Source: an optimization exercise on an open RTL-to-GDS flow (aim: small area). Production flows keep margins and buffers that such runs may drop. RTL that was checked went through simulation tests only; none was proved equivalent to the original. For run 9, only the layout was checked, not whether the RTL still works. The flow treats the clock pin as an ideal source, which a real chip does not have. Power figures rest on the tool's default switching activity, not on a simulated workload.

--- flow/flow/run.sh ---
#!/bin/bash
# Own layout flow: the standard synthesis (standard.sh synth), then an
# area-oriented ABC remap of its combinational logic (registers keep their
# names and cell types), then the standard layout steps from floorplan to
# finish, with buf_1 cells as the port buffers. Each tool's output goes to a
# log file of its own in this folder.
set -euo pipefail
here=$(pwd)
res=$here/orfs/results/$FLOW_PLATFORM/serial/base
lib=$FLOW_HOME/platforms/$FLOW_PLATFORM/lib/sky130_fd_sc_hd__tt_025C_1v80.lib
yosys_bin=/OpenROAD-flow-scripts/tools/install/yosys/bin/yosys
[[ -x $yosys_bin ]] || yosys_bin=yosys

bash standard.sh synth > synth_standard.log 2>&1
cp "$res/1_2_yosys.v" "$here/synth_standard.v"

# remap with each ABC script in flow/remap*.abc; keep the smallest fully
# mapped result
best=""; best_area=""
for abc in flow/remap*.abc; do
  k=$(basename "$abc" .abc)
  sed -e "s#@LIB@#$lib#g" -e "s#@IN@#$here/synth_standard.v#" \
      -e "s#@ABC@#$here/$abc#" -e "s#@STAT@#$here/${k}_stat.txt#" \
      -e "s#@OUT@#$here/${k}_all.v#" flow/remap.ys > ${k}_run.ys
  if ! "$yosys_bin" -s ${k}_run.ys > ${k}.log 2>&1; then continue; fi
  # keep only the top module (the others are the liberty cells read for their functions)
  awk '/^module serial\(/,/^endmodule/' ${k}_all.v > ${k}.v
  grep -q '^module serial(' ${k}.v || continue
  if grep -q '^ *assign ' ${k}.v; then continue; fi
  if grep -q '^ *\\\$' ${k}.v; then continue; fi
  area=$(awk '/Chip area for top module/ {print $NF}' ${k}_stat.txt)
  [[ -n "$area" ]] || continue
  if [[ -z "$best" ]] || awk -v a="$area" -v b="$best_area" 'BEGIN {exit !(a < b)}'; then
    best=$k; best_area=$area
  fi
done
echo "remap: chose $best with area $best_area" > remap_choice.log
[[ -n "$best" ]]
cp ${best}.v remap.v

cp remap.v "$res/1_2_yosys.v"
rm -f "$res/1_synth.odb" "$res/1_synth.sdc"
export BUFFER_PORTS_ARGS="-buffer_cell sky130_fd_sc_hd__buf_1"
export CTS_ARGS="-sink_clustering_enable -repair_clock_nets -dont_use_dummy_load"
export POST_CTS_TCL="$here/flow/post_cts.tcl"
bash standard.sh > layout.log 2>&1
test -f out/final.def
--- flow/flow/post_cts.tcl ---
proc my_max_clk_slew {} {
  estimate_parasitics -placement
  set mx 0
  foreach p [get_pins -hierarchical */CLK] {
    foreach k {slew_max_rise slew_max_fall} {
      set s [get_property $p $k]
      if {$s > $mx} { set mx $s }
    }
  }
  return $mx
}
set root [get_cells -quiet clkbuf_0_clk]
if {[llength $root] == 1} {
  set orig [get_property $root ref_name]
  puts "post_cts: root buffer $orig, max clock pin slew [my_max_clk_slew]"
  set done 0
  foreach m {sky130_fd_sc_hd__clkbuf_1 sky130_fd_sc_hd__clkbuf_2 sky130_fd_sc_hd__clkbuf_4} {
    if {$m == $orig} { break }
    replace_cell $root $m
    set s [my_max_clk_slew]
    puts "post_cts: try $m, max clock pin slew $s"
    if {$s <= 0.125} { set done 1; break }
  }
  if {!$done} { replace_cell $root $orig; my_max_clk_slew }
  puts "post_cts: root buffer now [get_property $root ref_name]"
  detailed_placement
  estimate_parasitics -placement
}
--- flow/flow/remap.ys ---
# Area-oriented remap of the standard synthesis netlist's combinational logic.
# Flip-flops, full adders and tie cells stay as they are (same
# instance names and cell types); the other cells are flattened into their
# liberty functions and mapped again by ABC with remap.abc.
read_liberty -ignore_miss_func @LIB@
read_verilog @IN@
hierarchy -top serial
setattr -mod -set keep_hierarchy 1 sky130_fd_sc_hd__df* sky130_fd_sc_hd__edf* sky130_fd_sc_hd__fa_* sky130_fd_sc_hd__conb_1
flatten
opt_clean
abc -liberty @LIB@ -script @ABC@ -dont_use sky130_fd_sc_hd__probe_p_8 -dont_use sky130_fd_sc_hd__probec_p_8 -dont_use sky130_fd_sc_hd__lpflow*
opt_clean -purge
hilomap -singleton -hicell sky130_fd_sc_hd__conb_1 HI -locell sky130_fd_sc_hd__conb_1 LO
splitnets
opt_clean -purge
insbuf -buf sky130_fd_sc_hd__buf_1 A X
opt_clean -purge
tee -o @STAT@ stat -liberty @LIB@
write_verilog -noattr -nohex -nodec @OUT@
--- flow/flow/remap1.abc ---
strash
dch -f
amap
--- flow/flow/remap2.abc ---
strash
dch
amap -m
--- flow/flow/remap3.abc ---
strash
dch -f
map -a
mfs2
amap
--- flow/flow/remap4.abc ---
strash
dch -f
map -a
mfs2 -a
amap
--- flow/standard.sh ---
#!/bin/bash
# synth_recipe.tcl (not shown) runs the flow's synth.tcl, then flattens the netlist and writes it again
# the make line also repeats each setting of config.mk as NAME=value (left out here)
make -C /OpenROAD-flow-scripts/flow DESIGN_CONFIG=/design/flow/config.mk WORK_HOME=/design/flow/orfs CLKGATE_MAP_FILE= SYNTH_SCRIPT=/design/flow/synth_recipe.tcl "${@:-finish}"
--- flow/config.mk ---
export PLATFORM = sky130hd
export DESIGN_NAME = serial
export DESIGN_NICKNAME = serial
export VERILOG_FILES = /design/flow/design.v
export SDC_FILE = /design/flow/constraint.sdc
export NUM_CORES = 4
export LEC_CHECK = 0
export CAP_MARGIN = 0
export CORE_MARGIN = 2
export CORE_UTILIZATION = 40
export SLEW_MARGIN = 0
--- flow/constraint.sdc ---
create_clock -name core_clock -period 10.0 [get_ports {clk}]
set_input_delay 2.0000 -clock core_clock [delete_from_list [all_inputs] [get_ports {clk}]]
set_output_delay 2.0000 -clock core_clock [all_outputs]
set_load 0.01 [all_outputs]
--- flow/design.v ---
module serial
    ( input  clk
    , input  reset
    , input  enable
    , input  can_send
    , input [7:0] data_in
    , input  in_stb
    , output wire [7:0] data_out
    , output wire  out_stb
    );
  reg [15:0] x;       
  reg [15:0] y;       
  reg [15:0] a;       
  reg        nl;      
  reg [4:0]  st;
  wire       cmd_up = st[1];
  wire       cmd_dn = st[0];
  wire in_mode   = (st[4:3] == 2'b00);
  wire mul_mode  = (st[4:3] == 2'b01);
  wire send_mode = (st[4:3] == 2'b10);
  wire newline = ~data_in[5];
  wire digit   = data_in[4] & ~data_in[6];
  wire apply   = in_stb & in_mode & digit;
  wire [3:0] n = data_in[3:0];
  wire send = send_mode & ~nl & can_send;
  genvar i;
  wire [3:0]  nx = (apply & ~cmd_up & ~cmd_dn) ? n : 4'd0;
  wire [16:0] xc;
  wire [15:0] xs;
  assign xc[0] = 1'b0;
  generate for (i = 0; i < 16; i = i + 1) begin : xadd
    if (i < 4) begin : f
      assign xs[i]   = x[i] ^ nx[i] ^ xc[i];
      assign xc[i+1] = (x[i] & nx[i]) | (xc[i] & (x[i] ^ nx[i]));
    end else begin : h
      assign xs[i]   = x[i] ^ xc[i];
      assign xc[i+1] = x[i] & xc[i];
    end
  end endgenerate
  wire [15:0] x_add = xs | {16{xc[16]}};
  wire        sub = apply & cmd_up;
  wire [3:0]  ny = (apply & (cmd_up | cmd_dn)) ? n : 4'd0;
  wire [15:0] yi = y ^ {16{sub}};
  wire [16:0] yc;
  wire [15:0] ys;
  assign yc[0] = 1'b0;
  generate for (i = 0; i < 16; i = i + 1) begin : yadd
    if (i < 4) begin : f
      assign ys[i]   = yi[i] ^ ny[i] ^ yc[i];
      assign yc[i+1] = (yi[i] & ny[i]) | (yc[i] & (yi[i] ^ ny[i]));
    end else begin : h
      assign ys[i]   = yi[i] ^ yc[i];
      assign yc[i+1] = yi[i] & yc[i];
    end
  end endgenerate
  wire [15:0] y_next = (ys | {16{yc[16]}}) ^ {16{sub}};
  wire [15:0] p0 = y & {16{x[0]}};
  wire [15:0] p1 = y & {16{x[1]}};
  wire [16:0] cs_s, cs_c;
  generate for (i = 0; i < 17; i = i + 1) begin : csa
    wire o1 = (i < 16) ? a[i]  : 1'b0;
    wire o2 = (i < 16) ? p0[i] : 1'b0;
    wire o3 = (i > 0) ? p1[i-1] : 1'b0;
    assign cs_s[i] = o1 ^ o2 ^ o3;
    assign cs_c[i] = (o1 & o2) | (o3 & (o1 ^ o2));
  end endgenerate
  wire [17:0] sum;
  wire [17:0] rc;
  assign sum[0] = cs_s[0];
  assign rc[1]  = 1'b0;
  generate for (i = 1; i < 17; i = i + 1) begin : rca
    assign sum[i]  = cs_s[i] ^ cs_c[i-1] ^ rc[i];
    assign rc[i+1] = (cs_s[i] & cs_c[i-1]) | (rc[i] & (cs_s[i] ^ cs_c[i-1]));
  end endgenerate
  assign sum[17] = cs_c[16] ^ rc[17];
  wire empty_line = in_mode & in_stb & newline & nl;
  wire cmd_load   = in_mode & in_stb & data_in[6];
  wire inc        = mul_mode | send;
  always @(posedge clk or posedge reset) begin
    if (reset) begin
      x  <= 16'd0;
      y  <= 16'd0;
      a  <= 16'd0;
      nl <= 1'b1;
      st <= 5'b00000;
    end else begin
      x <= mul_mode ? {sum[1:0], x[15:2]} : send ? {x[11:0], 4'd0} : x_add;
      y <= y_next;
      if (mul_mode) a <= sum[17:2];
      else if (send) a <= {a[11:0], x[15:12]};
      if (in_stb) nl <= newline & in_mode;
      if (empty_line) st <= 5'b01000;
      else if (cmd_load) st[1:0] <= {data_in[4], data_in[1]};
      else if (inc) st <= st + 5'd1;
    end
  end
  wire [3:0] nib = a[15:12];
  wire letter = nib[3] & (nib[2] | nib[1]);
  assign data_out = letter ? {4'h6, 1'b0, nib[2:0] - 3'd1} : {4'h3, nib};
  assign out_stb  = send;
endmodule
==> flow_summary.json, run 1 <==
{
  "status": "timing/DRC/antenna clean",
  "setup_viol": 0,
  "critPathKind": "reg -> reg",
  "dr.first_iter.drc_count": 140,
  "grtUsageTotal_pct": 16.78,
  "dieArea_sq_mm": 0.009757,
  "p_leak_nw": 1.569,
  "p_int_uw": 567.8,
  "fin_skew_ns": 0.03017,
  "syn2layout_area_growth_pct": 7.800,
  "placed_area_sq_mm": 0.003815,
  "firstDrtPassIters": 5,
  "power.density_mw_per_mm2": 269.8,
  "busiest_layer": "met2",
  "rows": 34,
  "use_met3_pct": 2.837,
  "clock-sinks": 54,
  "globalRoute.totalOverflow": 0,
  "yosysWarningCount": 1,
  "final_area_sq_mm": 0.003874,
  "pwr-share-clk_pct": 10.1,
  "ir_drop_mv": 0.09039,
  "io_buffer_count": 17,
  "critPathLaunchType": "flop",
  "p_seq_share_pct": 39.9,
  "grt_pass1_vias": 2831,
  "hold_path.class": "reg -> reg",
  "synth_area_per_cell_sq_um": 8.939,
  "switching_share_pct": 45.67,
  "max_clock_freq_ghz": 0.1279,
  "die_y_um": 98.78,
  "worstMarginPinSlew_ns": 0.9255,
  "hold_violations": 0,
  "grt.met2_usage_pct": 28.64,
  "nets": 477,
  "syn_area_sq_mm": 0.003593,
  "antenna_found_initial": 0,
  "critical_path.endpoint_type": "flop",
  "hp-start": "nl",
  "io-pin-count": 22,
  "drc": 0,
  "ff2ff_setup_slack_ns": 2.18,
  "hold_end": "nl",
  "wire_per_inst_um": 14.12,
  "clkLatencyLatePin_ns": 0.55,
  "worstPathArrival_ns": 8.26,
  "hold_path_depth": 2,
  "grt_max_degree": 55,
  "fin_tns_setup_ns": 0,
  "crit_fanout": 15,
  "initial_core_util_pct": 41.21,
  "p_comb_share_pct": 50.0,
  "fin_crit_ns": 7.820,
  "routed_wirelength_mm": 7.540,
  "vias": 2799,
  "r2r_start": "x[0]",
  "required_ns": 10.44,
  "gp_congestion": 0.7932,
  "slew_viol_final": 0,
  "viasPerCell": 5.242,
  "antennaDiodeCount": 0,
  "timing.rr.end": "a[14]",
  "worst-r2r-cell-count": 23,
  "min_period_over_period_pct": 78.20,
  "die_x_um": 98.78,
  "met1_usage_pct": 22.35,
  "coreArea_sq_mm": 0.008721,
  "path_clk_slew_ns": 0.12,
  "synthCells": 402,
  "dpl.hpwl_mm": 5.696,
  "drive_gt1_share_pct": 2.347,
  "synthesis.nets": 451,
  "cts_tree": "done",
  "switching_power_uw": 477.2,
  "max_cap_viol_count": 0,
  "max_slew_margin_pct": 38.07,
  "grt_pass1_wl_mm": 13.25,
  "rsz0062_at_grt": "false",
  "ant_nets": 0,
  "n_fill_cell": 865
}
[metrics by stage]
stage	total power, mW	instances	util [%]	setup WS [ns]	hold WS [ns]
floorplan	0.8089	402	-	1.685	0.4707
global placement	0.9380	529	43.74	1.930	0.4974
detailed placement	0.9526	529	43.74	1.812	0.5021
global route	1.166	534	44.42	1.533	0.5510
finish	1.045	534	44.42	2.180	0.5120
[worst max-delay path: stages (launching register included)]
cell,delay [ns]
dfrtp_1,0.43
clkinv_1,0.41
nor2_1,0.27
fa_1,0.44
clkinv_1,0.07
fa_1,0.16
clkinv_1,0.07
fa_1,0.37
fa_1,0.40
fa_1,0.39
fa_1,0.40
fa_1,0.46
fa_1,0.46
fa_1,0.46
fa_1,0.47
fa_1,0.47
fa_1,0.43
clkinv_1,0.07
fa_1,0.17
clkinv_1,0.08
fa_1,0.46
fa_1,0.48
a22oi_1,0.17
o21ai_0,0.12
[power groups by stage]
stage / Combinational, mW / Clock, mW / Sequential [mW]
after floorplan: 0.415 / 0 / 0.394
after global placement: 0.518 / 0 / 0.420
after detailed placement: 0.530 / 0 / 0.423
after global routing: 0.615 / 0.116 / 0.435
final: 0.522 / 0.105 / 0.417
[how the worst max path moves through the flow]
| stage | from | to |
|---|---|---|
| 5_1_grt | in_stb | y[0] |
| 2_1_floorplan | in_stb | y[0] |
| 3_3_place_gp | in_stb | y[1] |
| 3_5_place_dp | in_stb | y[0] |
| 6_report | x[0] | a[14] |
[cells in the final DEF, fill, tap and decap left out, drive strengths merged, types with 2 or more instances in the layout]
cell     n
nor3     9
clkbuf   5
o21ai   42
a21o     4
clkinv  85
buf     21
nand2   36
o22ai   19
conb     2
o32ai    2
a21oi   16
dfrtp   53
or3      4
a22oi    4
a222oi  17
o221ai   5
nor2    53
fa      36
[flip-flops by register name (all words and copies together), names as in the netlist, named ones only]
| signal | flops |
|---|---|
| a | 16 |
| x | 16 |
| y | 15 |
| st | 5 |
| nl | 1 |
[final cells by class]
class / count / area, sq um / area share (%)
clock buffers: 5 / 58.81 / 1.518
inverters: 86 / 322.8 / 8.333
multi-input cells: 260 / 1911 / 49.32
repair buffers: 21 / 93.84 / 2.422
well taps: 108 / 135.1 / 3.488
flip-flops and latches: 54 / 1353 / 34.92
[per-layer routing]
layer,vias up,wire length (um)
met3,9,178
met4,0,97
met5,-,0
li1,1412,-
met1,1353,3623
met2,25,3641
==> inputs of run 2 (changes only) <==
--- a/flow/flow/post_cts.tcl
+++ b/flow/flow/post_cts.tcl
@@ -1 +1,4 @@
+# POST_CTS_TCL hook: the clock tree's root buffer drives only the few leaf
+# buffers, so give it the smallest clock buffer that keeps every flip-flop
+# clock pin's estimated slew at or below 118 ps; keep the original otherwise.
 proc my_max_clk_slew {} {
@@ -21,3 +24,3 @@
     puts "post_cts: try $m, max clock pin slew $s"
-    if {$s <= 0.125} { set done 1; break }
+    if {$s <= 0.118} { set done 1; break }
   }
==> run 2 against run 1 <==
Effect of this change: die area unchanged; total power is 0.89% higher; largest power group unchanged; hold slack got worse by 0.00056 ns; highest routed layer unchanged; largest cell class unchanged; synthesized area stayed put; non-clock buffer count did not move; fmax down 0.84%.
==> flow_summary.json, run 2 <==
{
  "crit_fanout": 21,
  "io_buffer_count": 17,
  "syn_area_sq_mm": 0.003593,
  "grt_pass1_vias": 2833,
  "power.density_mw_per_mm2": 271.4,
  "fin_skew_ns": 0.02942,
  "worstMarginPinSlew_ns": 0.9693,
  "grt.met2_usage_pct": 28.64,
  "grt_max_degree": 55,
  "worstPathArrival_ns": 8.07,
  "required_ns": 10.18,
  "met1_usage_pct": 22.35,
  "firstDrtPassIters": 4,
  "grtUsageTotal_pct": 16.78,
  "gp_congestion": 0.7932,
  "critPathSlowestCell": "or3_1",
  "busiest_layer": "met2",
  "ant_nets": 0,
  "final_common_cell": "clkinv_1",
  "ff_latch_area_sq_mm": 0.001353,
  "drive_gt1_share_pct": 2.582,
  "dieArea_sq_mm": 0.009757,
  "coreArea_sq_mm": 0.008721,
  "fin_crit_ns": 7.886,
  "viasPerCell": 5.257,
  "grt_pass1_wl_mm": 13.25,
  "clkLatencyLatePin_ns": 0.32,
  "path_clk_slew_ns": 0.09,
  "slew_viol_final": 0,
  "max_clock_freq_ghz": 0.1268,
  "max_cap_viol_count": 0,
  "cts_tree": "done",
  "hold_path.class": "reg -> reg",
  "pwr-share-clk_pct": 10.8,
  "n_fill_cell": 864,
  "p_leak_nw": 1.575,
  "routed_wirelength_mm": 7.557,
  "ir_drop_mv": 0.09059,
  "synthesis.nets": 451,
  "hold_violations": 0,
  "max_slew_margin_pct": 35.14,
  "syn2layout_area_growth_pct": 8.078,
  "top_regs": "a x16, x x16, y x15",
  "yosysWarningCount": 1,
  "io-pin-count": 22,
  "dr.first_iter.drc_count": 144,
  "synthCells": 402,
  "use_met3_pct": 2.837,
  "synth_area_per_cell_sq_um": 8.939,
  "rows": 34,
  "max_stage_delay_ns": 0.47,
  "min_period_over_period_pct": 78.86,
  "p_comb_share_pct": 49.6,
  "globalRoute.totalOverflow": 0,
  "switching_share_pct": 45.33,
  "holdWs_ns": 0.5114,
  "rsz0062_at_grt": "false",
  "drc": 0,
  "wire_per_inst_um": 14.15,
  "dpl.hpwl_mm": 5.696,
  "nets": 477,
  "p_seq_share_pct": 39.6,
  "p_int_uw": 576.4,
  "multi_input_area_sq_mm": 0.001911,
  "setup_viol": 0,
  "die_y_um": 98.78,
  "fin_tns_setup_ns": 0,
  "vias": 2807,
  "status": "timing/DRC/antenna clean",
  "critPathLaunchType": "input port",
  "antennaDiodeCount": 0,
  "final_cell_mix": "85 x clkinv_1, 53 x nor2_1, 53 x dfrtp_1",
  "clock-sinks": 54,
  "initial_core_util_pct": 41.21,
  "critPathKind": "in -> reg",
  "switching_power_uw": 477.8,
  "critical_path.endpoint_type": "flop",
  "antenna_found_initial": 0,
  "die_x_um": 98.78,
  "crit_top_cell": "clkinv_1"
}
[run 2: final cells by class]
class,count,area share [%]
Timing Repair Buffer,21,2.416
Clock buffer,5,1.772
Inverter,86,8.312
Multi-Input combinational cell,260,49.19
Tap cell,108,3.479
Sequential cell,54,34.83
[run 2: power by group through the flow]
stage | Sequential, mW | Combinational, mW | Clock (mW)
global route | 0.435 | 0.615 | 0.124
floorplan | 0.394 | 0.415 | 0
global placement | 0.420 | 0.518 | 0
finish | 0.417 | 0.523 | 0.114
detailed placement | 0.423 | 0.530 | 0
[run 2: worst paths after layout]
check | from | endpoint | slack, ns | cells after the start
min in group asynchronous | reset | a[15] | 1.85 | 3
worst min register to register | nl | nl | 0.51 | 2
worst max-delay path | in_stb | y[0] | 2.11 | 34
max in group asynchronous | reset | a[4] | 7.66 | 3
worst min-delay path | nl | nl | 0.51 | 2
worst max register to register | x[0] | a[14] | 2.18 | 23
[run 2: metal layers]
layer,vias up,routed length (um)
li1,1414,-
met1,1354,3563
met2,32,3681
met3,7,218
met4,0,93
met5,-,0
[run 2: worst max-delay path: cells and delay by family]
kind	cells	cell delay [ns]
AO/OA/AOI/OAI	3	0.59
adder cells (fa/ha/maj)	3	0.73
buffers and inverters	14	2.25
AND/OR/NAND/NOR	14	2.46
[run 2: metrics by stage]
step | util (%) | total power [mW] | cell area, sq um | setup slack [ns] | cells
floorplan | - | 0.8089 | 3593 | 1.685 | 402
global placement | 43.74 | 0.9380 | 3815 | 1.930 | 529
detailed placement | 43.74 | 0.9526 | 3815 | 1.812 | 529
global route | 44.53 | 1.174 | 3884 | 1.265 | 534
finish | 44.53 | 1.054 | 3884 | 2.114 | 534
==> inputs of run 3 (changes only) <==
--- a/flow/flow/run.sh
+++ b/flow/flow/run.sh
@@ -45,2 +45,3 @@
 export POST_CTS_TCL="$here/flow/post_cts.tcl"
+export POST_RESIZE_TCL="$here/flow/post_resize.tcl"
 bash standard.sh > layout.log 2>&1
--- a/flow/flow/post_cts.tcl
+++ b/flow/flow/post_cts.tcl
@@ -1,4 +1 @@
-# POST_CTS_TCL hook: the clock tree's root buffer drives only the few leaf
-# buffers, so give it the smallest clock buffer that keeps every flip-flop
-# clock pin's estimated slew at or below 118 ps; keep the original otherwise.
 proc my_max_clk_slew {} {
@@ -24,3 +21,3 @@
     puts "post_cts: try $m, max clock pin slew $s"
-    if {$s <= 0.118} { set done 1; break }
+    if {$s <= 0.125} { set done 1; break }
   }
==> flow/flow/post_resize.tcl (new file) <==
# POST_RESIZE_TCL hook: try a smaller buffer for each buffer that repair_design
# inserted during placement (place*, load_slew*); keep a change only if it
# leaves no max-slew or max-capacitance violation (with the flow's margins).
proc my_violations {} {
  estimate_parasitics -placement
  return [expr {[sta::max_slew_violation_count] + [sta::max_capacitance_violation_count]}]
}
set base [my_violations]
puts "post_resize: violations before $base"
foreach inst [get_cells -quiet {place* load_slew*}] {
  set orig [get_property $inst ref_name]
  if {![string match "sky130_fd_sc_hd__buf_*" $orig]} { continue }
  set keep $orig
  foreach m {sky130_fd_sc_hd__buf_1 sky130_fd_sc_hd__buf_2} {
    if {$m == $orig} { break }
    replace_cell $inst $m
    if {[my_violations] <= $base} { set keep $m; break }
  }
  replace_cell $inst $keep
  puts "post_resize: [get_full_name $inst] $orig -> $keep"
}
puts "post_resize: violations after [my_violations]"
==> run 3 against run 2 <==
Effect of this change: via count is 0.46% higher; critical path depth stayed put; largest cell class unchanged; total power is 0.79% lower; routed wire length is 0.16% lower; critical path type unchanged; count of clock-buffer cells in the layout stayed put; combinational power hardly changed; register-to-register slack worse by 0.04 ns; global-route usage is 0.14 points lower; sequential power hardly changed; fmax is 11% lower; non-clock buffer count stayed put; design area is 0.45% lower.
==> flow_summary.json, run 3 <==
{
  "dr.first_iter.drc_count": 155,
  "globalRoute.totalOverflow": 0,
  "hp-start": "nl",
  "critPathSlowestCell": "buf_1",
  "max_stage_delay_ns": 0.75,
  "fin_crit_ns": 8.863,
  "hold_path.class": "reg -> reg",
  "max_slew_margin_pct": 23.87,
  "setup_viol": 0,
  "nets": 477,
  "drive_gt1_share_pct": 1.878,
  "timing.rr.end": "a[14]",
  "min_period_over_period_pct": 88.63,
  "gp_congestion": 0.7932,
  "final_cell_mix": "84 x clkinv_1, 53 x nor2_1, 53 x dfrtp_1",
  "cts_tree": "done",
  "antenna_found_initial": 0,
  "fin_tns_setup_ns": 0,
  "slew_viol_final": 0,
  "synth_area_per_cell_sq_um": 8.939,
  "status": "timing/DRC/antenna clean",
  "crit_top_cell": "clkinv_1",
  "viasPerCell": 5.281,
  "ff2ff_setup_slack_ns": 2.14,
  "worstPathArrival_ns": 9.22,
  "routed_wirelength_mm": 7.545,
  "hold_path_depth": 2,
  "initial_core_util_pct": 41.21,
  "crit_fanout": 21,
  "ir_drop_mv": 0.08777,
  "grt_max_degree": 55,
  "wire_per_inst_um": 14.13,
  "p_leak_nw": 1.557,
  "die_x_um": 98.78,
  "antennaDiodeCount": 0,
  "rsz0062_at_grt": "false",
  "clkLatencyLatePin_ns": 0.53,
  "ant_nets": 0,
  "die_y_um": 98.78,
  "critPathKind": "in -> reg",
  "grt_pass1_vias": 2807,
  "hold_end": "nl",
  "coreArea_sq_mm": 0.008721,
  "power.density_mw_per_mm2": 270.5,
  "yosysWarningCount": 1,
  "fin_skew_ns": 0.02857,
  "crit_family": "buffers and inverters",
  "total_power_mw": 1.046,
  "dieArea_sq_mm": 0.009757,
  "critPathLaunchType": "input port",
  "top_regs": "a x16, x x16, y x15",
  "max_clock_freq_ghz": 0.1128,
  "r2r_start": "x[1]",
  "dpl.hpwl_mm": 5.706,
  "io-pin-count": 22,
  "worstMarginPinSlew_ns": 1.142,
  "max_cap_viol_count": 0,
  "syn_area_sq_mm": 0.003593,
  "final_common_cell": "clkinv_1",
  "grt_pass1_wl_mm": 13.19,
  "path_clk_slew_ns": 0.09,
  "critical_path.endpoint_type": "flop",
  "io_buffer_count": 17,
  "drc": 0,
  "firstDrtPassIters": 5,
  "worst-r2r-cell-count": 23,
  "synthCells": 402,
  "grtUsageTotal_pct": 16.64,
  "cp_num_buf_inv": 14,
  "hold_violations": 0,
  "synthesis.nets": 451,
  "rows": 34,
  "vias": 2820,
  "clock-sinks": 54,
  "required_ns": 10.36,
  "syn2layout_area_growth_pct": 7.591
}
[run 3: cell count changes in the layout (fill, tap and decap cells not counted), sizes merged]
cell / previous run / this run
clkinv: 85 / 84
clkinvlp: 0 / 1
[run 3: report_power, final]
part / internal, mW / switching [mW] / total (mW)
logic: 0.207 / 0.316 / 0.522
registers: 0.324 / 0.0939 / 0.417
clock network: 0.0370 / 0.0692 / 0.106
[run 3: how the worst max path moves through the flow]
stage          startpoint   end  slack [ns]  cells after the start
2_1_floorplan      in_stb  y[0]        1.69                     31
3_3_place_gp       in_stb  y[1]        1.93                     34
3_5_place_dp       in_stb  y[0]        0.48                     34
5_1_grt            in_stb  y[0]         0.1                     34
6_report           in_stb  y[0]        1.14                     34
[run 3: layout make-up]
type                       count  area [sq um]
fill                         851          4855
multi-input combinational    260          1911
sequential                    54          1353
inverter                      86         326.6
tap                          108         135.1
timing repair buffer          21         82.58
clock buffer                   5         58.81
[run 3: worst register-to-register path: cells and delay by family (launching register included)]
| kind | cells | cell delay [ns] |
|---|---|---|
| adders and majority gates | 15 | 6.03 |
| buffers and inverters | 5 | 0.77 |
| DFF | 1 | 0.40 |
| and+or+nand+nor | 1 | 0.28 |
| AOI/OAI and AO/OA | 2 | 0.28 |
[run 3: routing by layer]
metal	routed length, um	vias to the layer above	global-route usage, %
li1	-	1421	-
met5	0	-	0
met2	3686	38	27.13
met1	3564	1353	23.06
met4	97	0	4.953
met3	195	8	2.624
[run 3: through the flow]
stage,cells,setup slack (ns),utilization [%],cell area (sq um),hold WS [ns]
detailed placement,529,0.4772,43.59,3801,0.5008
global route,534,0.09881,44.33,3866,0.5457
finish,534,1.137,44.33,3866,0.5130
global placement,529,1.930,43.74,3815,0.4974
floorplan,402,1.685,-,3593,0.4707
==> inputs of run 4 (changes only) <==
==> flow/flow/post_cts.tcl (replaced) <==
proc my_max_clk_slew {} {
  estimate_parasitics -placement
  set mx 0
  foreach p [get_pins -hierarchical */CLK] {
    foreach k {slew_max_rise slew_max_fall} {
      set s [get_property $p $k]
      if {$s > $mx} { set mx $s }
    }
  }
  return $mx
}
puts "post_cts: max clock pin slew [my_max_clk_slew]"
foreach inst [concat [get_cells -quiet clkbuf_*_f_clk] [get_cells -quiet clkbuf_0_clk]] {
  set orig [get_property $inst ref_name]
  set keep $orig
  foreach m {sky130_fd_sc_hd__clkbuf_1 sky130_fd_sc_hd__clkbuf_2 sky130_fd_sc_hd__clkbuf_4 sky130_fd_sc_hd__clkbuf_8} {
    if {$m == $orig} { break }
    replace_cell $inst $m
    if {[my_max_clk_slew] <= 0.125} { set keep $m; break }
  }
  replace_cell $inst $keep
  puts "post_cts: [get_full_name $inst] $orig -> $keep"
}
puts "post_cts: max clock pin slew [my_max_clk_slew]"
detailed_placement
estimate_parasitics -placement
==> run 4 against run 3 <==
Effect of this change: setup slack unchanged; clock power barely moved; utilization stayed put; non-clock buffer count did not move; synthesized cell count is the same; global-route usage unchanged; clock skew unchanged; hold slack is the same; critical endpoint unchanged; largest cell class unchanged; largest power group unchanged; highest routed layer unchanged.
==> flow_summary.json, run 4 <==
{
  "max_stage_delay_ns": 0.75,
  "gp_congestion": 0.7932,
  "initial_core_util_pct": 41.21,
  "place_inst": 529,
  "max_clock_freq_ghz": 0.1128,
  "grt_max_degree": 55,
  "syn2layout_area_growth_pct": 7.591,
  "firstDrtPassIters": 5,
  "setup_viol": 0,
  "hp-start": "nl",
  "hold_violations": 0,
  "ant_nets": 0,
  "final_cell_mix": "84 x clkinv_1, 53 x nor2_1, 53 x dfrtp_1",
  "grt_pass1_vias": 2807,
  "max_slew_margin_pct": 23.87,
  "antennaDiodeCount": 0,
  "critPathLaunchType": "input port",
  "clkLatencyLatePin_ns": 0.53,
  "synthesis.nets": 451,
  "die_x_um": 98.78,
  "globalRoute.totalOverflow": 0,
  "max_cap_viol_count": 0,
  "slew_viol_final": 0,
  "setup_ws_ns": 1.137,
  "stdcell_count": 534,
  "p_leak_nw": 1.557,
  "fin_skew_ns": 0.02857,
  "cts_tree": "done",
  "viasPerCell": 5.281,
  "drive_gt1_share_pct": 1.878,
  "vias": 2820,
  "dpl.hpwl_mm": 5.706,
  "final_common_cell": "clkinv_1",
  "coreArea_sq_mm": 0.008721,
  "critical_path.endpoint_type": "flop",
  "fin_crit_ns": 8.863,
  "p_seq_share_pct": 39.9,
  "synth_area_per_cell_sq_um": 8.939,
  "required_ns": 10.36,
  "r2r_start": "x[1]",
  "drc": 0,
  "final_core_util_pct": 44.33,
  "io-pin-count": 22,
  "routed_wirelength_mm": 7.545,
  "ir_drop_mv": 0.08777,
  "switching_power_uw": 478.8,
  "io_buffer_count": 17,
  "wire_per_inst_um": 14.13,
  "rsz0062_at_grt": "false",
  "crit_fanout": 21,
  "fin_tns_setup_ns": 0,
  "min_period_over_period_pct": 88.63,
  "switching_share_pct": 45.78,
  "critPathKind": "in -> reg",
  "dieArea_sq_mm": 0.009757,
  "total_power_mw": 1.046,
  "top_regs": "a x16, x x16, y x15",
  "pre_cts_ws_ns": 0.4772,
  "clock-sinks": 54,
  "critPathSlowestCell": "buf_1",
  "p_int_uw": 567.1,
  "power.density_mw_per_mm2": 270.5,
  "syn_area_sq_mm": 0.003593,
  "hold_path.class": "reg -> reg",
  "die_y_um": 98.78,
  "nets": 477,
  "synthCells": 402,
  "status": "timing/DRC/antenna clean",
  "grt_pass1_wl_mm": 13.19,
  "crit_top_cell": "clkinv_1",
  "pwr-share-clk_pct": 10.2,
  "path_clk_slew_ns": 0.09,
  "dr.first_iter.drc_count": 155,
  "antenna_found_initial": 0,
  "rows": 34,
  "yosysWarningCount": 1,
  "grtUsageTotal_pct": 16.64,
  "worstPathArrival_ns": 9.22,
  "p_comb_share_pct": 49.9,
  "critPathLaunch": "in_stb",
  "worstMarginPinSlew_ns": 1.142
}
==> run 4: layer usage <==
layer / wire [um] / track usage, %
met5: 0 / 0
met4: 97 / 4.953
met3: 195 / 2.624
met1: 3564 / 23.06
met2: 3686 / 27.13
==> run 4: critical path, delay by kind of cell <==
family | cells | cell delay (ns)
adder cells (fa/ha/maj) | 3 | 0.73
AND/OR/NAND/NOR | 14 | 2.46
AO/OA/AOI/OAI | 3 | 0.54
buffers and inverters | 14 | 3.45
==> run 4: path summary, 6_finish.rpt <==
path / to / slack (ns) / depth (start not counted)
max: y[0] / 1.14 / 34
min reg2reg: nl / 0.51 / 2
min: nl / 0.51 / 2
max reg2reg: a[14] / 2.14 / 23
min in group asynchronous: a[3] / 1.65 / 3
max in group asynchronous: a[4] / 7.87 / 3
==> run 4: per-stage QoR <==
step / instance area, sq um / hold slack, ns
global placement: 3815 / 0.4974
detailed placement: 3801 / 0.5008
global route: 3866 / 0.5457
floorplan: 3593 / 0.4707
finish: 3866 / 0.5130
==> run 4: area by class of cell <==
| class | instances | area (sq um) |
|---|---|---|
| timing repair buffer | 21 | 82.58 |
| clock buffer | 5 | 58.81 |
| sequential | 54 | 1353 |
| multi-input combinational | 260 | 1911 |
| inverter | 86 | 326.6 |
| fill | 851 | 4855 |
| tap | 108 | 135.1 |
==> run 4: power by group through the flow <==
stage	clock, mW	sequential, mW	combinational, mW
after floorplan	0	0.394	0.415
after global routing	0.117	0.434	0.612
final	0.106	0.417	0.522
after global placement	0	0.420	0.518
after detailed placement	0	0.423	0.528
==> inputs of run 5 (changes only) <==
--- a/flow/config.mk
+++ b/flow/config.mk
@@ -9,3 +9,3 @@
 export CORE_MARGIN = 2
-export CORE_UTILIZATION = 40
+export CORE_UTILIZATION = 60
 export SLEW_MARGIN = 0
==> run 5 against run 4 <==
Effect of this change: first-iteration DRC count up 41%; clock skew decreased by 0.0092 ns; routed wire length grew 0.68%; non-clock buffer count unchanged; fmax rose by 2.1%; critical path depth unchanged; sequential power about the same; setup slack better by 0.18 ns; synthesized area stayed put; cell count shrank 6.2%; hold slack is essentially flat; combinational power grew 3%.
==> flow_summary.json, run 5 <==
{
  "total_power_mw": 1.058,
  "syn_area_sq_mm": 0.003593,
  "grt_pass1_vias": 2672,
  "ir_drop_mv": 0.1513,
  "max_clock_freq_ghz": 0.1152,
  "routed_wirelength_mm": 7.596,
  "critPathLaunchType": "input port",
  "critPathKind": "in -> reg",
  "stdcell_count": 501,
  "ant_nets": 0,
  "clkLatencyLatePin_ns": 0.58,
  "status": "timing/DRC/antenna clean",
  "grt_pass1_wl_mm": 12.89,
  "crit_top_cell": "clkinv_1",
  "fin_tns_setup_ns": 0,
  "antennaDiodeCount": 0,
  "worst-r2r-cell-count": 23,
  "fin_crit_ns": 8.683,
  "io_buffer_count": 17,
  "slew_viol_final": 0,
  "top_regs": "a x16, x x16, y x15",
  "max_slew_margin_pct": 22.84,
  "critPathSlowestCell": "buf_1",
  "cts_tree": "done",
  "nets": 477,
  "globalRoute.totalOverflow": 0,
  "setup_viol": 0,
  "dpl.hpwl_mm": 5.702,
  "synthesis.nets": 451,
  "yosysWarningCount": 1,
  "wire_per_inst_um": 15.16,
  "initial_core_util_pct": 61.42,
  "required_ns": 10.41,
  "syn2layout_area_growth_pct": 6.337,
  "rows": 28,
  "max_stage_delay_ns": 0.67,
  "dieArea_sq_mm": 0.006624,
  "die_x_um": 81.39,
  "drive_gt1_share_pct": 1.643,
  "fin_skew_ns": 0.01938,
  "grt_max_degree": 55,
  "final_cell_mix": "85 x clkinv_1, 53 x nor2_1, 53 x dfrtp_1",
  "coreArea_sq_mm": 0.005851,
  "worstMarginPinSlew_ns": 1.157,
  "rsz0062_at_grt": "false",
  "n_fill_cell": 511,
  "viasPerCell": 5.671,
  "hold_path.class": "reg -> reg",
  "dr.first_iter.drc_count": 218,
  "gp_congestion": 0.8209,
  "power.density_mw_per_mm2": 276.8,
  "firstDrtPassIters": 6,
  "io-pin-count": 22,
  "holdWs_ns": 0.5131,
  "max_cap_viol_count": 0,
  "final_common_cell": "clkinv_1",
  "critical_path.endpoint_type": "flop",
  "antenna_found_initial": 0,
  "worstPathArrival_ns": 9.10,
  "hold_path_depth": 1,
  "crit_fanout": 21,
  "vias": 2841,
  "min_period_over_period_pct": 86.83,
  "clock-sinks": 54,
  "synth_area_per_cell_sq_um": 8.939,
  "die_y_um": 81.39,
  "drc": 0,
  "final_core_util_pct": 65.31,
  "path_clk_slew_ns": 0.09,
  "place_inst": 496,
  "hold_violations": 0,
  "p_leak_nw": 1.557,
  "grtUsageTotal_pct": 25.95,
  "synthCells": 402
}
## run 5: layout make-up
| type | instances | area [sq um] | share of cell area [%] |
|---|---|---|---|
| clock buffers | 5 | 58.81 | 1.539 |
| inverters | 86 | 322.8 | 8.448 |
| multi-input cells | 260 | 1911 | 50.00 |
| flip-flops and latches | 54 | 1353 | 35.40 |
| well taps | 75 | 93.84 | 2.456 |
| repair buffers | 21 | 82.58 | 2.161 |
## run 5: worst paths after layout
check	from	end	slack, ns
max in group asynchronous	reset	y[4]	7.95
setup reg to reg	x[0]	a[14]	2.13
setup / recovery	in_stb	y[0]	1.32
min in group asynchronous	reset	async pin	1.59
hold reg to reg	st[3]	st[3]	0.51
hold / removal	st[3]	st[3]	0.51
## run 5: per-layer routing
metal	GRT usage, %	share of wire [%]	vias to the layer above
met1	36.67	43	1357
met4	7.288	1.6	0
li1	-	-	1419
met5	0	0	-
met3	2.333	3.8	9
met2	43.20	51	56
## run 5: worst max-delay path: cells and delay by family
kind	cells	cell delay, ns
fa+ha+maj	3	0.72
simple gates	14	2.41
compound gates	3	0.62
buf+inv	14	3.32
## run 5: per-stage QoR
stage	instance area [sq um]	setup WS [ns]
after floorplan	3593	1.685
after global placement	3774	2.069
after detailed placement	3760	0.7444
after global routing	3821	0.2850
final	3821	1.317
## run 5: where the power goes
part	switching [mW]	total [mW]	leakage, nW	internal, mW
Clock	0.0671	0.104	0.0299	0.0369
Sequential	0.0934	0.417	0.638	0.324
Combinational	0.327	0.537	0.889	0.209
==> inputs of run 6 (changes only) <==
--- a/flow/flow/run.sh
+++ b/flow/flow/run.sh
@@ -4,4 +4,6 @@
 # names and cell types), then the standard layout steps from floorplan to
-# finish, with buf_1 cells as the port buffers. Each tool's output goes to a
-# log file of its own in this folder.
+# finish, with buf_1 cells as the port buffers, no CTS dummy loads, and two
+# hooks that give the placement repair buffers and the clock tree buffers the
+# smallest size that keeps slew and capacitance within limits. Each tool's
+# output goes to a log file of its own in this folder.
 set -euo pipefail
==> run 6 against run 5 <==
Effect of this change: still clean on timing, DRC and antenna; largest cell class unchanged; count of clock-buffer cells in the layout is the same; via count is the same; first-iteration DRC count unchanged.
==> flow_summary.json, run 6 <==
{
  "status": "timing/DRC/antenna clean",
  "synthCells": 402,
  "switching_share_pct": 46.12,
  "dpl.hpwl_mm": 5.702,
  "die_x_um": 81.39,
  "drive_gt1_share_pct": 1.643,
  "rows": 28,
  "slew_viol_final": 0,
  "critPathKind": "in -> reg",
  "yosysWarningCount": 1,
  "grt_pass1_vias": 2672,
  "nets": 477,
  "path_clk_slew_ns": 0.09,
  "place_inst": 496,
  "ir_drop_mv": 0.1513,
  "max_cap_viol_count": 0,
  "syn_area_sq_mm": 0.003593,
  "io_buffer_count": 17,
  "p_leak_nw": 1.557,
  "clock-sinks": 54,
  "critPathLaunchType": "input port",
  "n_fill_cell": 511,
  "ff_latch_area_sq_mm": 0.001353,
  "firstDrtPassIters": 6,
  "final_area_sq_mm": 0.003821,
  "placed_area_sq_mm": 0.003760,
  "grtUsageTotal_pct": 25.95,
  "max_clock_freq_ghz": 0.1152,
  "synthesis.nets": 451,
  "routed_wirelength_mm": 7.596,
  "multi_input_area_sq_mm": 0.001911,
  "max_slew_margin_pct": 22.84,
  "min_period_over_period_pct": 86.83,
  "antenna_found_initial": 0,
  "synth_area_per_cell_sq_um": 8.939,
  "drc": 0,
  "antennaDiodeCount": 0,
  "wire_per_inst_um": 15.16,
  "io-pin-count": 22,
  "die_y_um": 81.39,
  "p_comb_share_pct": 50.7,
  "worst-r2r-cell-count": 23,
  "stdcell_count": 501,
  "use_met3_pct": 2.333,
  "final_common_cell": "clkinv_1",
  "fin_skew_ns": 0.01938,
  "switching_power_uw": 487.9,
  "gp_congestion": 0.8209,
  "crit_fanout": 21,
  "busiest_layer": "met2",
  "critical_path.endpoint_type": "flop",
  "dr.first_iter.drc_count": 218,
  "rsz0062_at_grt": "false",
  "hold_path_depth": 1,
  "p_int_uw": 569.9,
  "cts_tree": "done",
  "initial_core_util_pct": 61.42,
  "p_seq_share_pct": 39.4,
  "met1_usage_pct": 36.67,
  "vias": 2841,
  "required_ns": 10.41,
  "fin_crit_ns": 8.683,
  "fin_tns_setup_ns": 0,
  "globalRoute.totalOverflow": 0,
  "critPathSlowestCell": "buf_1",
  "power.density_mw_per_mm2": 276.8,
  "hold_path.class": "reg -> reg",
  "worstPathArrival_ns": 9.10,
  "grt.met2_usage_pct": 43.20,
  "dieArea_sq_mm": 0.006624,
  "syn2layout_area_growth_pct": 6.337,
  "grt_max_degree": 55,
  "setup_viol": 0,
  "crit_top_cell": "clkinv_1",
  "coreArea_sq_mm": 0.005851,
  "pwr-share-clk_pct": 9.8,
  "viasPerCell": 5.671,
  "max_stage_delay_ns": 0.67,
  "grt_pass1_wl_mm": 12.89,
  "final_cell_mix": "85 x clkinv_1, 53 x nor2_1, 53 x dfrtp_1",
  "clkLatencyLatePin_ns": 0.58,
  "hold_violations": 0,
  "ant_nets": 0,
  "top_regs": "a x16, x x16, y x15",
  "worstMarginPinSlew_ns": 1.157
}
==> run 6: cell counts in the layout (fill, tap and decap cells not counted) <==
No cell type changed its count.
==> run 6: area by class of cell <==
| cell class | instances | share of cell area (%) |
|---|---|---|
| Multi-Input combinational cell | 260 | 50.00 |
| Clock buffer | 5 | 1.539 |
| Timing Repair Buffer | 21 | 2.161 |
| Sequential cell | 54 | 35.40 |
| Tap cell | 75 | 2.456 |
| Inverter | 86 | 8.448 |
==> run 6: path summary, 6_finish.rpt <==
check                        from        end  slack [ns]
setup reg to reg             x[0]      a[14]        2.13
max in group asynchronous   reset       y[4]        7.95
hold / removal              st[3]      st[3]        0.51
min in group asynchronous   reset  async pin        1.59
setup / recovery           in_stb       y[0]        1.32
hold reg to reg             st[3]      st[3]        0.51
==> run 6: routing by layer <==
layer / vias to the layer above / wire length [um]
li1: 1419 / -
met1: 1357 / 3287
met2: 56 / 3899
met3: 9 / 290
met4: 0 / 118
met5: - / 0
==> run 6: power by group through the flow <==
stage / Clock, mW / Sequential [mW] / Combinational [mW]
finish: 0.104 / 0.417 / 0.537
global route: 0.115 / 0.434 / 0.619
detailed placement: 0 / 0.422 / 0.538
global placement: 0 / 0.419 / 0.525
floorplan: 0 / 0.394 / 0.415
==> run 6: stage by stage <==
| stage | worst slack (ns) | power (mW) | utilization, % | hold WS, ns |
|---|---|---|---|---|
| 2_1_floorplan | 1.685 | 0.8089 | - | 0.4707 |
| 3_3_place_gp | 2.069 | 0.9444 | 64.50 | 0.4936 |
| 3_5_place_dp | 0.7444 | 0.9607 | 64.26 | 0.5072 |
| 5_1_grt | 0.2850 | 1.168 | 65.31 | 0.5279 |
| 6_report | 1.317 | 1.058 | 65.31 | 0.5131 |
==> run 6: worst max-delay path: cells and delay by family <==
kind,cells,cell delay [ns]
buffers and inverters,14,3.32
AND/OR/NAND/NOR,14,2.41
adder cells (fa/ha/maj),3,0.72
AO/OA/AOI/OAI,3,0.62
==> inputs of run 7 (changes only) <==
--- a/flow/design.v
+++ b/flow/design.v
@@ -16,3 +16,3 @@
   wire       cmd_up = st[1];
-  wire       cmd_dn = st[0];
+  wire       cmd_fw = st[0];
   wire in_mode   = (st[4:3] == 2'b00);
@@ -26,3 +26,3 @@
   genvar i;
-  wire [3:0]  nx = (apply & ~cmd_up & ~cmd_dn) ? n : 4'd0;
+  wire [3:0]  nx = (apply & cmd_fw) ? n : 4'd0;
   wire [16:0] xc;
@@ -41,3 +41,3 @@
   wire        sub = apply & cmd_up;
-  wire [3:0]  ny = (apply & (cmd_up | cmd_dn)) ? n : 4'd0;
+  wire [3:0]  ny = (apply & ~cmd_fw) ? n : 4'd0;
   wire [15:0] yi = y ^ {16{sub}};
@@ -76,3 +76,3 @@
   wire empty_line = in_mode & in_stb & newline & nl;
-  wire cmd_load   = in_mode & in_stb & data_in[6];
+  wire cmd_load   = in_mode & in_stb & nl;
   wire inc        = mul_mode | send;
==> run 7 against run 6 <==
Effect of this change: still clean; die area barely moved; sequential share of layout area about the same; synthesized area is 0.10% lower; register-to-register slack got worse by 0.11 ns; hold slack better by 0.0039 ns; combinational power down 57%; via count grew 0.67%; critical path type is now reg -> reg.
==> flow_summary.json, run 7 <==
{
  "cts_tree": "done",
  "final_area_sq_mm": 0.003819,
  "synthCells": 399,
  "p_seq_share_pct": 50.1,
  "initial_core_util_pct": 61.36,
  "setup_viol": 0,
  "fin_skew_ns": 0.02315,
  "clkLatencyLatePin_ns": 0.54,
  "critPathSlowestCell": "fa_1",
  "required_ns": 10.39,
  "antennaDiodeCount": 0,
  "routed_wirelength_mm": 8.062,
  "cp_num_buf_inv": 5,
  "crit_fanout": 15,
  "hold_violations": 0,
  "max_stage_delay_ns": 0.49,
  "io_buffer_count": 17,
  "worstPathArrival_ns": 8.38,
  "io-pin-count": 22,
  "pre_cts_ws_ns": 1.808,
  "path_cells": "clkinv_1 > nor2_1 > fa_1 > clkinv_1 > fa_1 > clkinv_1 > fa_1 > fa_1 > fa_1 > fa_1 > fa_1 > fa_1 > fa_1 > fa_1 > fa_1 > fa_1 > clkinv_1 > fa_1 > clkinv_1 > fa_1 > fa_1 > a22oi_1 > o21ai_0",
  "max_clock_freq_ghz": 0.1252,
  "drc": 0,
  "fin_tns_setup_ns": 0,
  "synth_area_per_cell_sq_um": 8.997,
  "ir_drop_mv": 0.1263,
  "dpl.hpwl_mm": 5.926,
  "ff2ff_setup_slack_ns": 2.02,
  "worstMarginPinSlew_ns": 1.193,
  "p_comb_share_pct": 34.2,
  "dr.first_iter.drc_count": 202,
  "status": "timing/DRC/antenna clean",
  "grtUsageTotal_pct": 26.64,
  "p_int_uw": 408.2,
  "place_inst": 492,
  "gp_congestion": 0.8535,
  "setup_ws_ns": 2.016,
  "r2r_start": "x[1]",
  "ant_nets": 0,
  "critPathLaunchType": "flop",
  "power.density_mw_per_mm2": 177.7,
  "coreArea_sq_mm": 0.005851,
  "clock-sinks": 54,
  "rows": 28,
  "syn_area_sq_mm": 0.003590,
  "nets": 473,
  "hold_path_depth": 2,
  "p_leak_nw": 1.507,
  "antenna_found_initial": 0,
  "fin_crit_ns": 7.984,
  "final_cell_mix": "86 x clkinv_1, 53 x dfrtp_1, 48 x nor2_1",
  "stdcell_count": 497,
  "viasPerCell": 5.755,
  "crit_top_cell": "fa_1",
  "firstDrtPassIters": 6,
  "synthesis.nets": 448,
  "total_power_uw": 678.4,
  "wire_per_inst_um": 16.22,
  "slew_viol_final": 0,
  "min_period_over_period_pct": 79.84,
  "critPathKind": "reg -> reg",
  "switching_power_uw": 270.3,
  "drive_gt1_share_pct": 1.896,
  "switching_share_pct": 39.83,
  "die_y_um": 81.35,
  "max_cap_viol_count": 0,
  "hold_path.class": "reg -> reg",
  "grt_pass1_wl_mm": 13.21,
  "dieArea_sq_mm": 0.006618,
  "vias": 2860,
  "yosysWarningCount": 1,
  "hold_end": "nl",
  "rsz0062_at_grt": "false",
  "max_slew_margin_pct": 20.47,
  "n_fill_cell": 493,
  "critical_path.endpoint_type": "flop",
  "pwr-share-clk_pct": 15.7,
  "final_common_cell": "clkinv_1",
  "hp-start": "nl",
  "die_x_um": 81.35,
  "grt_pass1_vias": 2794,
  "timing.rr.end": "a[14]",
  "worst-r2r-cell-count": 23,
  "placed_area_sq_mm": 0.003757,
  "globalRoute.totalOverflow": 0,
  "crit_family": "adder cells",
  "syn2layout_area_growth_pct": 6.378,
  "path_clk_slew_ns": 0.12,
  "grt_max_degree": 55,
  "top_regs": "a x16, x x16, y x15"
}
run 7: worst max path at each step:
| stage | startpoint | endpoint | cells past startpoint |
|---|---|---|---|
| floorplan | data_in[4] | y[0] | 35 |
| global placement | x[1] | a[14] | 23 |
| detailed placement | data_in[4] | y[0] | 37 |
| global route | data_in[4] | y[1] | 37 |
| finish | x[1] | a[14] | 23 |
run 7: tightest hold or removal path: cells and delay by family, from the launching register on:
kind / cells / cell delay [ns]
AO/OA/AOI/OAI: 1 / 0.08
buffers and inverters: 1 / 0.06
flip-flops: 1 / 0.37
run 7: layout make-up:
class / count / area (sq um) / share of cell area, %
timing repair buffer: 20 / 78.83 / 2.064
multi-input combinational: 256 / 1908 / 49.97
clock buffer: 5 / 58.81 / 1.540
inverter: 87 / 326.6 / 8.552
tap: 75 / 93.84 / 2.457
sequential: 54 / 1353 / 35.42
run 7: power groups by stage:
stage,clock network (mW),logic [mW],registers (mW)
6_report,0.106,0.232,0.340
5_1_grt,0.116,0.264,0.349
3_5_place_dp,0,0.231,0.343
3_3_place_gp,0,0.220,0.343
2_1_floorplan,0,0.176,0.324
run 7: through the flow:
stage | utilization [%] | hold slack (ns)
2_1_floorplan | - | 0.4624
3_5_place_dp | 64.22 | 0.5175
5_1_grt | 65.27 | 0.5394
6_report | 65.27 | 0.5170
3_3_place_gp | 64.39 | 0.4902
run 7: metal layers:
metal	global-route usage, %	routed length (um)	share of wire, %	vias up
met5	0	0	0	-
met2	48.20	4140	51	79
met4	4.915	65	0.81	0
li1	-	-	-	1398
met1	34.20	3478	43	1375
met3	3.889	377	4.7	8
==> inputs of run 8 (changes only) <==
--- a/flow/design.v
+++ b/flow/design.v
@@ -86,3 +86,3 @@
     end else begin
-      x <= mul_mode ? {sum[1:0], x[15:2]} : send ? {x[11:0], 4'd0} : x_add;
+      x <= mul_mode ? {sum[1:0], x[15:2]} : send ? {x[11:0], x_add[3:0]} : x_add;
       y <= y_next;
==> run 8 against run 7 <==
Effect of this change: synthesized area fell by 0.21%; via count is 0.21% lower; register-to-register slack barely moved; sequential power down 3%; count of clock-buffer cells in the layout unchanged; cell count stayed put; non-clock buffer count grew 2; global-route usage down 0.43 points; critical path type unchanged; critical endpoint unchanged; largest cell class unchanged.
==> flow_summary.json, run 8 <==
{
  "top_regs": "a x16, x x16, y x15",
  "antenna_found_initial": 0,
  "synthCells": 397,
  "p_comb_share_pct": 46.3,
  "globalRoute.totalOverflow": 0,
  "grt_max_degree": 55,
  "ir_drop_mv": 0.1162,
  "hold_violations": 0,
  "die_y_um": 81.27,
  "antennaDiodeCount": 0,
  "fin_skew_ns": 0.03784,
  "dr.first_iter.drc_count": 293,
  "power.density_mw_per_mm2": 209.2,
  "required_ns": 10.43,
  "wire_per_inst_um": 15.13,
  "gp_congestion": 0.7722,
  "worstMarginPinSlew_ns": 0.9083,
  "synth_area_per_cell_sq_um": 9.023,
  "critPathKind": "reg -> reg",
  "grt_pass1_wl_mm": 13.05,
  "cts_tree": "done",
  "critPathLaunchType": "flop",
  "rsz0062_at_grt": "false",
  "routed_wirelength_mm": 7.518,
  "n_fill_cell": 505,
  "critical_path.endpoint_type": "flop",
  "switching_share_pct": 41.17,
  "viasPerCell": 5.742,
  "grt_pass1_vias": 2684,
  "firstDrtPassIters": 5,
  "ant_nets": 0,
  "final_core_util_pct": 65.27,
  "final_common_cell": "clkinv_1",
  "total_power_uw": 798.9,
  "syn_area_sq_mm": 0.003582,
  "worstPathArrival_ns": 8.42,
  "hold_path.class": "reg -> reg",
  "max_clock_freq_ghz": 0.1252,
  "path_clk_slew_ns": 0.12,
  "slew_viol_final": 0,
  "coreArea_sq_mm": 0.005851,
  "max_slew_margin_pct": 39.45,
  "stdcell_count": 497,
  "syn2layout_area_growth_pct": 6.601,
  "fin_crit_ns": 7.989,
  "setup_viol": 0,
  "p_leak_nw": 1.472,
  "pwr-share-clk_pct": 12.3,
  "placed_area_sq_mm": 0.003761,
  "crit_fanout": 15,
  "io_buffer_count": 17,
  "io-pin-count": 22,
  "final_area_sq_mm": 0.003819,
  "initial_core_util_pct": 61.23,
  "clkLatencyLatePin_ns": 0.54,
  "grtUsageTotal_pct": 26.21,
  "yosysWarningCount": 1,
  "final_cell_mix": "81 x clkinv_1, 53 x dfrtp_1, 51 x nor2_1",
  "die_x_um": 81.27,
  "p_int_uw": 470.0,
  "min_period_over_period_pct": 79.89,
  "status": "timing/DRC/antenna clean",
  "drive_gt1_share_pct": 2.607,
  "max_cap_viol_count": 0,
  "clock-sinks": 54,
  "place_inst": 492,
  "vias": 2854,
  "dieArea_sq_mm": 0.006604,
  "nets": 473,
  "p_seq_share_pct": 41.5,
  "drc": 0,
  "synthesis.nets": 446,
  "dpl.hpwl_mm": 5.572,
  "fin_tns_setup_ns": 0,
  "switching_power_uw": 328.9,
  "rows": 28
}
[run 8: changes by cell type in the layout (fill, tap and decap cells not counted), moves of 2 or more]
cell	delta
nor2_1	+3
a22oi_1	-2
a21oi_1	+4
clkinv_1	-5
o221ai_1	-6
clkbuf_2	+2
a221o_1	+2
nand2_1	-2
o211ai_1	+2
or2_0	-2
[run 8: critical path, cell delays in order (launching register included)]
cell      delay (ns)
dfrtp_1         0.45
clkinv_1        0.41
nor2_1          0.30
fa_1            0.46
clkinv_1        0.08
fa_1            0.17
clkinv_1        0.07
fa_1            0.39
fa_1            0.39
fa_1            0.38
fa_1            0.39
fa_1            0.43
fa_1            0.47
fa_1            0.46
fa_1            0.47
fa_1            0.46
fa_1            0.43
clkinv_1        0.09
fa_1            0.18
clkinv_1        0.08
fa_1            0.45
fa_1            0.48
a222oi_1        0.30
clkinv_1        0.10
[run 8: per-stage QoR]
step	setup slack (ns)	hold WS [ns]
2_1_floorplan	1.870	0.4624
3_3_place_gp	2.054	0.4815
3_5_place_dp	1.960	0.4826
5_1_grt	1.554	0.5260
6_report	2.011	0.4952
[run 8: routing by layer]
metal | share of wire (%) | track usage (%)
met5 | 0 | 0
met4 | 0.76 | 5.932
met3 | 3.7 | 3.889
met2 | 46 | 38.52
met1 | 50 | 41.22
[run 8: area by class of cell]
| class | instances | area, sq um | share of cell area [%] |
|---|---|---|---|
| multi-input combinational | 259 | 1923 | 50.36 |
| inverter | 82 | 307.8 | 8.060 |
| tap | 75 | 93.84 | 2.457 |
| clock buffer | 5 | 52.55 | 1.376 |
| sequential | 54 | 1353 | 35.42 |
| timing repair buffer | 22 | 88.84 | 2.326 |
[run 8: worst paths after layout]
path | from | endpoint | slack (ns) | cells after the start
worst max-delay path | x[0] | a[14] | 2.01 | 23
worst min-delay path | nl | nl | 0.50 | 2
worst max register to register | x[0] | a[14] | 2.01 | 23
worst min register to register | nl | nl | 0.50 | 2
max in group asynchronous | reset | y[5] | 7.90 | 3
min in group asynchronous | reset | a[2] | 1.62 | 3
[run 8: power by group through the flow]
stage / combinational (mW) / clock, mW / sequential [mW]
after floorplan: 0.279 / 0 / 0.317
after global placement: 0.361 / 0 / 0.335
after detailed placement: 0.372 / 0 / 0.336
after global routing: 0.433 / 0.109 / 0.343
final: 0.370 / 0.0979 / 0.331
==> inputs of run 9 (changes only) <==
--- a/flow/design.v
+++ b/flow/design.v
@@ -13,6 +13,3 @@
   reg [15:0] a;       
-  reg        nl;      
   reg [4:0]  st;
-  wire       cmd_up = st[1];
-  wire       cmd_fw = st[0];
   wire in_mode   = (st[4:3] == 2'b00);
@@ -20,9 +17,13 @@
   wire send_mode = (st[4:3] == 2'b10);
+  wire nl        = st[2];
+  wire cmd_up    = st[1];
+  wire cmd_dn    = st[0];
   wire newline = ~data_in[5];
   wire digit   = data_in[4] & ~data_in[6];
-  wire apply   = in_stb & in_mode & digit;
+  wire apply   = in_stb & in_mode & digit & ~nl;
   wire [3:0] n = data_in[3:0];
-  wire send = send_mode & ~nl & can_send;
+  wire mul  = mul_mode;
+  wire send = send_mode & can_send;
   genvar i;
-  wire [3:0]  nx = (apply & cmd_fw) ? n : 4'd0;
+  wire [3:0]  nx = (apply & ~cmd_up & ~cmd_dn) ? n : 4'd0;
   wire [16:0] xc;
@@ -41,3 +42,3 @@
   wire        sub = apply & cmd_up;
-  wire [3:0]  ny = (apply & ~cmd_fw) ? n : 4'd0;
+  wire [3:0]  ny = (apply & (cmd_up | cmd_dn)) ? n : 4'd0;
   wire [15:0] yi = y ^ {16{sub}};
@@ -76,4 +77,3 @@
   wire empty_line = in_mode & in_stb & newline & nl;
-  wire cmd_load   = in_mode & in_stb & nl;
-  wire inc        = mul_mode | send;
+  wire wait_end   = in_mode & (st[2:0] == 3'b111);
   always @(posedge clk or posedge reset) begin
@@ -83,13 +83,15 @@
       a  <= 16'd0;
-      nl <= 1'b1;
-      st <= 5'b00000;
+      st <= 5'b00100;
     end else begin
-      x <= mul_mode ? {sum[1:0], x[15:2]} : send ? {x[11:0], x_add[3:0]} : x_add;
+      x <= mul ? {sum[1:0], x[15:2]} : send ? {x[11:0], 4'd0} : x_add;
       y <= y_next;
-      if (mul_mode) a <= sum[17:2];
+      if (mul) a <= sum[17:2];
       else if (send) a <= {a[11:0], x[15:12]};
-      if (in_stb) nl <= newline & in_mode;
-      if (empty_line) st <= 5'b01000;
-      else if (cmd_load) st[1:0] <= {data_in[4], data_in[1]};
-      else if (inc) st <= st + 5'd1;
+      if (in_mode) begin
+        if (wait_end) begin
+          if (in_stb) st <= 5'b01000;
+        end else if (empty_line) st <= 5'b00111;
+        else if (in_stb) st[2:0] <= {newline,
+                                     data_in[6] ? {data_in[4], data_in[1]} : st[1:0]};
+      end else if (mul | send) st <= st + 5'd1;
     end
--- a/flow/flow/run.sh
+++ b/flow/flow/run.sh
@@ -4,6 +4,4 @@
 # names and cell types), then the standard layout steps from floorplan to
-# finish, with buf_1 cells as the port buffers, no CTS dummy loads, and two
-# hooks that give the placement repair buffers and the clock tree buffers the
-# smallest size that keeps slew and capacitance within limits. Each tool's
-# output goes to a log file of its own in this folder.
+# finish, with buf_1 cells as the port buffers. Each tool's output goes to a
+# log file of its own in this folder.
 set -euo pipefail
@@ -46,4 +44,2 @@
 export CTS_ARGS="-sink_clustering_enable -repair_clock_nets -dont_use_dummy_load"
-export POST_CTS_TCL="$here/flow/post_cts.tcl"
-export POST_RESIZE_TCL="$here/flow/post_resize.tcl"
 bash standard.sh > layout.log 2>&1
--- a/flow/config.mk
+++ b/flow/config.mk
@@ -9,3 +9,3 @@
 export CORE_MARGIN = 2
-export CORE_UTILIZATION = 60
+export CORE_UTILIZATION = 40
 export SLEW_MARGIN = 0
removed: flow/flow/post_cts.tcl
removed: flow/flow/post_resize.tcl
==> run 9 against run 8 <==
Effect of this change: still clean on timing, DRC and antenna; design area up 1.9%; die area up 49%; register-to-register slack worse by 0.33 ns; critical path depth unchanged; critical path type unchanged; largest cell class unchanged.
==> flow_summary.json, run 9 <==
{
  "status": "timing/DRC/antenna clean",
  "grt_pass1_vias": 2909,
  "critPathKind": "reg -> reg",
  "yosysWarningCount": 1,
  "wire_per_inst_um": 14.48,
  "holdWs_ns": 0.5575,
  "initial_core_util_pct": 41.28,
  "max_cap_viol_count": 0,
  "pre_cts_ws_ns": 1.654,
  "firstDrtPassIters": 5,
  "die_y_um": 99.10,
  "hp-start": "st[3]",
  "r2r_start": "x[1]",
  "clock-sinks": 53,
  "fin_tns_setup_ns": 0,
  "cts_tree": "done",
  "synth_area_per_cell_sq_um": 8.592,
  "clk_root_buffer_cell": "clkbuf_8",
  "clockBufferDepth": 2,
  "crit_top_cell": "fa_1",
  "rows": 34,
  "required_ns": 10.18,
  "ant_nets": 0,
  "routed_wirelength_mm": 7.977,
  "vias": 2954,
  "max_stage_delay_ns": 0.49,
  "cts_hold_buf": 0,
  "grt_pass1_wl_mm": 14.02,
  "viasPerCell": 5.361,
  "cts_max_level": 2,
  "io-pin-count": 22,
  "nets": 494,
  "max_clock_freq_ghz": 0.1203,
  "syn_area_sq_mm": 0.003617,
  "synthCells": 421,
  "final_cell_mix": "78 x clkinv_1, 71 x nor2_1, 52 x dfrtp_1",
  "hold_violations": 0,
  "final_core_util_pct": 44.42,
  "path_cells": "clkinv_1 > nor2_1 > fa_1 > clkinv_1 > fa_1 > clkinv_1 > fa_1 > fa_1 > fa_1 > fa_1 > fa_1 > fa_1 > fa_1 > fa_1 > fa_1 > fa_1 > clkinv_1 > fa_1 > clkinv_1 > fa_1 > fa_1 > a222oi_1 > clkinv_1",
  "critical_path.endpoint_type": "flop",
  "crit_fanout": 16,
  "top_regs": "a x16, x x16, y x15",
  "gp_congestion": 0.8189,
  "syn2layout_area_growth_pct": 7.610,
  "drc": 0,
  "dieArea_sq_mm": 0.009820,
  "max_slew_margin_pct": 37.94,
  "coreArea_sq_mm": 0.008763,
  "p_leak_nw": 1.523,
  "worstPathArrival_ns": 8.50,
  "setup_ws_ns": 1.685,
  "path_clk_slew_ns": 0.11,
  "critPathLaunchType": "flop",
  "grt_max_degree": 54,
  "die_x_um": 99.10,
  "hold_path.class": "reg -> reg",
  "slew_viol_final": 0,
  "stdcell_count": 551,
  "cts-resized-gates": 0,
  "fin_skew_ns": 0.02418,
  "synthesis.nets": 470,
  "dr.first_iter.drc_count": 180,
  "final_common_cell": "clkinv_1",
  "antennaDiodeCount": 0,
  "numCtsBuffers": 5,
  "power.density_mw_per_mm2": 191.4,
  "critPathSlowestCell": "fa_1",
  "antenna_found_initial": 0,
  "min_period_over_period_pct": 83.15,
  "worstMarginPinSlew_ns": 0.9275,
  "dpl.hpwl_mm": 5.906,
  "rsz0062_at_grt": "false",
  "globalRoute.totalOverflow": 0,
  "setup_viol": 0,
  "io_buffer_count": 17,
  "ir_drop_mv": 0.05289,
  "fin_crit_ns": 8.315,
  "drive_gt1_share_pct": 2.032,
  "postCtsSetupBuffers": 0,
  "grtUsageTotal_pct": 17.55,
  "place_inst": 546,
  "critPathLaunch": "x[1]",
  "clkLatencyLatePin_ns": 0.32,
  "n_fill_cell": 882
}
==> run 9: changes by cell type in the layout (fill, tap and decap cells not counted), moves of 4 or more <==
cell	before	now
a222oi_1	18	11
a21oi_1	9	13
nor2_1	51	71
nand2_1	40	44
o22ai_1	23	30
==> run 9: final cells by class <==
type                    count  area, sq um  area share [%]
clock buffers               5        68.82           1.768
inverters                  79        296.5           7.618
flip-flops and latches     53         1328           34.10
repair buffers             19        78.83           2.025
well taps                 108        135.1           3.472
multi-input cells         287         1986           51.01
==> run 9: where the power goes <==
part           total [mW]  switching, mW  internal (mW)  leakage (nW)
sequential          0.354         0.0702          0.284         0.598
clock               0.114         0.0682         0.0455        0.0359
combinational       0.277          0.166          0.111         0.889
==> run 9: worst max-delay path: cells and delay by family, from the launching register on <==
family	cells	cell delay, ns
AND/OR/NAND/NOR	1	0.32
buffers and inverters	6	0.83
flip-flops	1	0.39
AO/OA/AOI/OAI	1	0.33
adder cells (fa/ha/maj)	15	6.29
==> run 9: metrics by stage <==
step	power, mW	instance area [sq um]
after floorplan	0.5471	3617
after global placement	0.6276	3824
after detailed placement	0.6382	3824
after CTS	0.7510	3892
after global routing	0.8143	3892
final	0.7452	3892
==> run 9: final timing paths <==
path                       slack [ns]  cells after the start     to
min reg2reg                      0.56                      2  st[3]
max reg2reg                      1.69                     23  a[14]
max                              1.69                     23  a[14]
min                              0.56                      2  st[3]
min in group asynchronous        1.84                      3   x[1]
max in group asynchronous        7.66                      3  y[11]
==> run 9: layer usage <==
metal / global-route usage [%] / wire, um / vias to the layer above
li1: - / - / 1466
met1: 25.94 / 3734 / 1421
met2: 27.39 / 3794 / 60
met3: 2.530 / 364 / 7
met4: 4.531 / 84 / 0
met5: 0 / 0 / -

static timing again, ports no longer ideal:
Ports are ideal in the flow. The routed layouts listed here were re-timed in OpenROAD. Step 1 assumes that a clkbuf_16 drives the clock port and a buf_2 every other input. Step 2, shift: input delay + t, output delay - t, t = (earliest + latest rising clock arrival at the registers) / 2. This alone moves slack from input paths to output paths. Slacks: ideal / step 1 / step 2; pairs: ideal / step 1.
run | shift t [ns] | slack for setup (ns) | worst register clock-pin slew, ns | pins driven straight from the clock port
run 1 | 0.569 | 2.180 / 2.180 / 1.787 | 0.12 / 0.12 | 1
run 2 | 0.335 | 2.114 / 2.122 / 1.787 | 0.11 / 0.11 | 1
run 3 | 0.543 | 1.137 / 1.144 / 0.601 | 0.11 / 0.11 | 1
run 4 | 0.543 | 1.137 / 1.144 / 0.601 | 0.11 / 0.11 | 1
run 5 | 0.595 | 1.317 / 1.322 / 0.727 | 0.10 / 0.10 | 1
run 6 | 0.595 | 1.317 / 1.322 / 0.727 | 0.10 / 0.10 | 1
run 7 | 0.552 | 2.016 / 2.016 / 1.677 | 0.12 / 0.12 | 1
run 8 | 0.551 | 2.011 / 2.011 / 1.996 | 0.12 / 0.12 | 1
run 9 | 0.338 | 1.685 / 1.685 / 1.685 | 0.11 / 0.11 | 1
After both steps every run listed still meets setup and hold.
